Context: an optimization exercise on an open-source flow, tuned for small area. The choices shown serve that exercise and are no tape-out recipe. Where RTL was checked, it was by simulation tests only, not by an equivalence proof against the original. No activity file was given, so power comes from the tool's default toggle rates.

==> run F <==
==> flow/design.v (excerpt) <==
module Top_Memory_Game (
    input wire clk,
    input wire rst_n,
    input wire [7:0] btn_raw,
    output wire [7:0] led_out,
    output wire [7:0] seg_data,
    output wire [7:0] seg_sel,
    output wire pwm_servo,
    output wire lcd_rs,
    output wire lcd_rw,
    output wire lcd_en,
    output wire [7:0] lcd_data
);
clock: 25.0 ns
lec_check: 0
cap_margin: 20
core_margin: 2
core_utilization: 60
cts_buf_list: sky130_fd_sc_hd__clkbuf_8 sky130_fd_sc_hd__clkbuf_16
cts_cluster_diameter: 40
cts_cluster_size: 20
slew_margin: 20
run.sh (not shown) runs the stock make flow with config.mk's settings and CLKGATE_MAP_FILE= SYNTH_SCRIPT=/design/flow/synth_recipe.tcl, a recipe that flattens the netlist after the stock synthesis.
==> run D: changes against run F <==
--- a/flow/design.v
+++ b/flow/design.v
@@ -1,104 +1,64 @@
 module Top_Memory_Game (
     input wire clk,
     input wire rst_n,
     input wire [7:0] btn_raw,
     output wire [7:0] led_out,
     output wire [7:0] seg_data,
     output wire [7:0] seg_sel,
-    output wire pwm_servo,
+    output reg pwm_servo,
     output wire lcd_rs,
     output wire lcd_rw,
     output wire lcd_en,
-    output wire [7:0] lcd_data
-);
-    wire       any_key;
-    wire [2:0] key;
-    wire [7:0] sdec;
-    wire [5:0] e;
-    wire [3:0] st;
-    wire [2:0] round;
-    wire [4:0] score;
-    mg_debounce u_db (
-        .clk(clk), .rst_n(rst_n), .btn_raw(btn_raw),
-        .any_key(any_key), .key(key)
-    );
-    mg_timebase u_tb (
-        .clk(clk), .rst_n(rst_n), .e(e),
-        .sdec(sdec), .pwm_servo(pwm_servo)
-    );
-    assign seg_sel = ~sdec;
-    mg_core u_core (
-        .clk(clk), .rst_n(rst_n), .any_key(any_key), .key(key), .sdec(sdec),
-        .led_out(led_out), .seg_data(seg_data), .e(e),
-        .st(st), .round(round), .score(score)
-    );
-    mg_lcd u_lcd (
-        .clk(clk), .rst_n(rst_n), .st(st), .round(round), .score(score),
-        .lcd_rs(lcd_rs), .lcd_rw(lcd_rw), .lcd_en(lcd_en), .lcd_data(lcd_data)
-    );
-endmodule
-module mg_debounce (
-    input wire clk,
-    input wire rst_n,
-    input wire [7:0] btn_raw,
-    output wire any_key,
-    output reg [2:0] key
+    output reg [7:0] lcd_data
 );
-    localparam [9:0] MASK = 10'b1010101010;
-    localparam [9:0] HIT  = 10'd712;
+    integer j;
+    localparam [9:0] DB_HIT = 10'd440;
     wire [7:0] btn_in = ~btn_raw;
     reg  [7:0] db_prev, db_out;
     wire [7:0] db_hit;
     genvar g;
     generate
         for (g = 0; g < 8; g = g + 1) begin : db
             reg  [9:0] d;            
-            wire [9:0] c = d ^ MASK;
             wire       clr = btn_in[g] ^ db_prev[g];
-            assign db_hit[g] = (d == (HIT ^ MASK));
+            assign db_hit[g] = (d == DB_HIT);
             always @(posedge clk)
-                d <= (clr ? 10'd0 : {c[8:0], ~(c[9] ^ c[6])}) ^ MASK;
+                d <= clr ? 10'd0 : {~d[8:0], ~(d[9] ^ d[6])};
         end
     endgenerate
     always @(posedge clk or negedge rst_n) begin
         if (!rst_n) begin
             db_prev <= 8'd0;
             db_out  <= 8'd0;
         end else begin
             db_prev <= btn_in;
             db_out  <= (db_hit & db_prev) | (~db_hit & db_out);
         end
     end
     wire [7:0] btn_pos = db_hit & db_prev & ~db_out;
-    assign any_key = |btn_pos;
+    wire       any_key = |btn_pos;
+    reg  [2:0] key;
     always @(*) begin
         casez (btn_pos)
             8'b???????1: key = 3'd0;
             8'b??????10: key = 3'd1;
             8'b?????100: key = 3'd2;
             8'b????1000: key = 3'd3;
             8'b???10000: key = 3'd4;
             8'b??100000: key = 3'd5;
             8'b?1000000: key = 3'd6;
             default:     key = 3'd7;
         endcase
     end
-endmodule
-module mg_timebase (
-    input wire clk,
-    input wire rst_n,
-    input wire [5:0] e,
-    output wire [7:0] sdec,      
-    output reg pwm_servo
-);
     reg [2:0] lo;
     reg [6:0] ph7;       
     reg [6:0] sh7;       
     reg       pre;
+    wire [5:0] e;
     wire [9:0] pcnt = {ph7, lo};
     wire p999 = (ph7 == 7'd124) && (lo == 3'd7);
     always @(posedge clk or negedge rst_n) begin
         if (!rst_n) begin
             lo <= 3'd0; ph7 <= 7'd0; sh7 <= 7'd0; pwm_servo <= 1'b0;
         end else begin
             lo <= lo + 3'd1;
@@ -107,29 +67,16 @@
                 sh7 <= sh7 + 7'd1;
             end
             pwm_servo <= pre;
         end
     end
     always @(posedge clk)
         pre <= p999 || (pcnt < {4'd0, e} + 10'd49);
-    assign sdec = 8'd1 << sh7[6:4];
-endmodule
-module mg_core (
-    input wire clk,
-    input wire rst_n,
-    input wire any_key,
-    input wire [2:0] key,
-    input wire [7:0] sdec,
-    output wire [7:0] led_out,
-    output wire [7:0] seg_data,
-    output wire [5:0] e,
-    output reg [3:0] st,
-    output reg [2:0] round,
-    output reg [4:0] score
-);
+    wire [7:0] sdec = 8'd1 << sh7[6:4];      
+    assign seg_sel = ~sdec;
     localparam S_GB   = 4'd0;    
     localparam S_GS   = 4'd1;    
     localparam S_SB   = 4'd2;    
     localparam S_SC   = 4'd3;    
     localparam S_GA   = 4'd4;    
     localparam S_WT   = 4'd5;    
     localparam S_XC   = 4'd6;    
@@ -138,14 +85,17 @@
     localparam S_PS   = 4'd9;
     localparam S_FL   = 4'd10;
     localparam S_XF   = 4'd11;   
     localparam S_DN   = 4'd12;
     localparam [11:0] PH0 = 12'd0;
     localparam [11:0] PH1 = 12'd1;
     localparam [11:0] PHL = 12'd3386;    
+    reg [3:0]  st;
+    reg [2:0]  round;
+    reg [4:0]  score;
     reg [11:0] ph;
     reg [7:0]  cq;
     reg [3:0]  idx;
     reg [2:0]  A [0:7];
     reg        rep;
     reg        match;
     wire ph0    = (ph == PH0);
@@ -172,15 +122,14 @@
     always @(posedge clk or negedge rst_n) begin
         if (!rst_n) lfsr <= 16'hACE1;
         else        lfsr <= {lfsr[14:0], lfsr[15] ^ lfsr[13] ^ lfsr[12] ^ lfsr[10]};
     end
     wire [2:0] rv = lfsr[2:0];
     wire [7:0] dec = 8'd1 << idx[2:0];
     reg  [2:0] a_cur, a_disp;
-    integer j;
     always @(*) begin
         a_cur = 3'd0; a_disp = 3'd0;
         for (j = 0; j < 8; j = j + 1) begin
             a_cur  = a_cur  | ({3{dec[j]}}  & A[j]);
             a_disp = a_disp | ({3{sdec[j]}} & A[j]);
         end
     end
@@ -238,18 +187,18 @@
     always @(posedge clk) begin
         for (j = 0; j < 8; j = j + 1)
             if (we[j]) A[j] <= wd;
         if (gen_wr) rep <= !g_first && (rv == a_cur);
         if (st == S_SC) match <= 1'b1;
         if (key_wr) match <= match & (key == a_cur);
     end
+    assign e = (st == S_WT || st == S_XC || st == S_XF) ? cq[7:2] : 6'd0;
     wire led_on = (st == S_SB) && !first &&
                   ((cq < {3'd0, on_q}) || ((cq == {3'd0, on_q}) && ph0));
     assign led_out = led_on ? (8'd1 << a_cur) : 8'd0;
-    assign e = (st == S_WT || st == S_XC || st == S_XF) ? cq[7:2] : 6'd0;
     reg [7:0] cnt_gt;
     always @(*)
         for (j = 0; j < 8; j = j + 1)
             cnt_gt[j] = (idx > j);
     wire show = (st[3:2] != 2'b00) && |(cnt_gt & sdec);
     reg [7:0] seg;
     always @(*) begin
@@ -261,26 +210,14 @@
             3'd4: seg = 8'h6D;
             3'd5: seg = 8'h7D;
             3'd6: seg = 8'h07;
             default: seg = 8'h7F;
         endcase
     end
     assign seg_data = show ? seg : 8'h00;
-endmodule
-module mg_lcd (
-    input wire clk,
-    input wire rst_n,
-    input wire [3:0] st,
-    input wire [2:0] round,
-    input wire [4:0] score,
-    output wire lcd_rs,
-    output wire lcd_rw,
-    output wire lcd_en,
-    output reg [7:0] lcd_data
-);
     reg [1:0]  lph;              
     reg        lln;              
     reg [2:0]  sub;
     reg [3:0]  ci;
     wire [2:0] scr = !st[3] ? 3'd0 :
                      st[2]  ? 3'd4 :
                      st[1]  ? 3'd3 :
- CTS_BUF_LIST: sky130_fd_sc_hd__clkbuf_8 sky130_fd_sc_hd__clkbuf_16 -> sky130_fd_sc_hd__clkbuf_8
- CTS_CLUSTER_DIAMETER: 40 -> 60
- CTS_CLUSTER_SIZE: 20 -> 16
==> run G: changes against run F <==
- CTS_BUF_LIST: sky130_fd_sc_hd__clkbuf_8 sky130_fd_sc_hd__clkbuf_16 -> sky130_fd_sc_hd__clkbuf_8
==> notes.md <==
The lowest clock power belongs to run D, the highest to run F.
The lowest total power belongs to run D, the highest to run F.
Register-to-register slack: run D > run F > run G.
Sequential cell count is the same in run G and run D.
The highest clock skew belongs to run D, the lowest to run F.
Between run G and run D, the lower synthesized cell count is in run D (gap 3.4%, measured against run D).
The lowest wire length belongs to run D, the highest to run F.
In die area, run F and run G do not differ.
Non-clock buffer count is the same in run G and run F.
Against run D, the cell count of run G is larger by 4.9%.
Against run F, the final area of run D is smaller by 7.1%.
Run G completed with no timing, DRC or antenna violations. Run D produced a clean layout. Run F passed the timing, design-rule and antenna checks.
==> figures <==
| quantity | run F | run G | run D |
|---|---|---|---|
| Cell count after placement | 1430 | 1430 | 1383 |
| Max-Slew Margin vs Limit | 32.4% | 32.5% | 37.9% |
| Delay of the slowest cell on the worst path | 0.64 ns | 0.65 ns | 0.57 ns |
| Met2 GRT Util | 41.2% | 39.5% | 40.2% |
| Wire length on met3 | 1610 um | 1700 um | 1330 um |
| Number of warnings printed during yosys synthesis | 5 | 5 | 2 |
| Time the final worst path needs with I/O delays and setup | 9.15 ns | 9.19 ns | 8.96 ns |
| Ratio of cells with drive above 1 in the final layout | 10.0% | 10.0% | 7.06% |
| Die height | 142 um | 142 um | 140 um |
| Clock buf/inv share | 8.26% | 5.66% | 3.71% |
| First element of the critical path | u_core.round[0]$_DFFE_PN1P_ | u_core.round[0]$_DFFE_PN1P_ | round[1]$_DFFE_PN0P_ |
| Critical R2R Launch | u_core.idx[0]$_DFFE_PN0P_ | u_core.idx[0]$_DFFE_PN0P_ | round[1]$_DFFE_PN0P_ |
| Run status | timing/DRC/antenna clean | timing/DRC/antenna clean | timing/DRC/antenna clean |
| Master cell of the clock root buffer | clkbuf_16 | clkbuf_8 | clkbuf_8 |
| Adder and majority cell fraction of the synthesized area | 6.96% | 6.96% | 7.16% |
| Core ar. | 18700 um2 | 18700 um2 | 18100 um2 |
| Post-DR vias/cell | 6.08 | 6.08 | 5.98 |
| Post-synthesis average cell area | 9.52 um2 | 9.52 um2 | 9.58 um2 |
| Insertion delay of the later-clocked pin in the worst-skew pair | 0.56 ns | 0.58 ns | 0.57 ns |
| Final HPWL from detailed placement | 17800 um | 17800 um | 17300 um |
| Layout inverter count without the clock tree | 54 | 54 | 57 |
| Sequential logic power | 0.000355 W | 0.000355 W | 0.000377 W |
| Maximum number of pins on one net before global-route repair | 69 | 69 | 72 |
Only the layout flow was run in run F and run G; the RTL was not checked for function there.

port drivers added, routing unchanged:
No port has a modelled driver above. Below, the same layouts with a new extraction and two added sets of constraints.
Step 1, drivers: a clkbuf_16 drives clk and a buf_2 each remaining input, both assumed.
Step 2 moves the port delays by t, midway between the first and last clock arrival at a register: inputs arrive t later, outputs are due t later. That takes back most of the time a late clock gives input paths.
Three values: no drivers, after step 1, after step 2; two values: the first two.
run	t (ns)	slack for setup (ns)	slew at the worst register clock pin (ns)
run F	0.597	15.852 / 15.805 / 16.401	0.06 / 0.06
run D	0.586	16.038 / 15.995 / 16.581	0.10 / 0.10
run G	0.607	15.815 / 15.769 / 16.375	0.08 / 0.08
After both steps setup and hold are still met in every run listed.
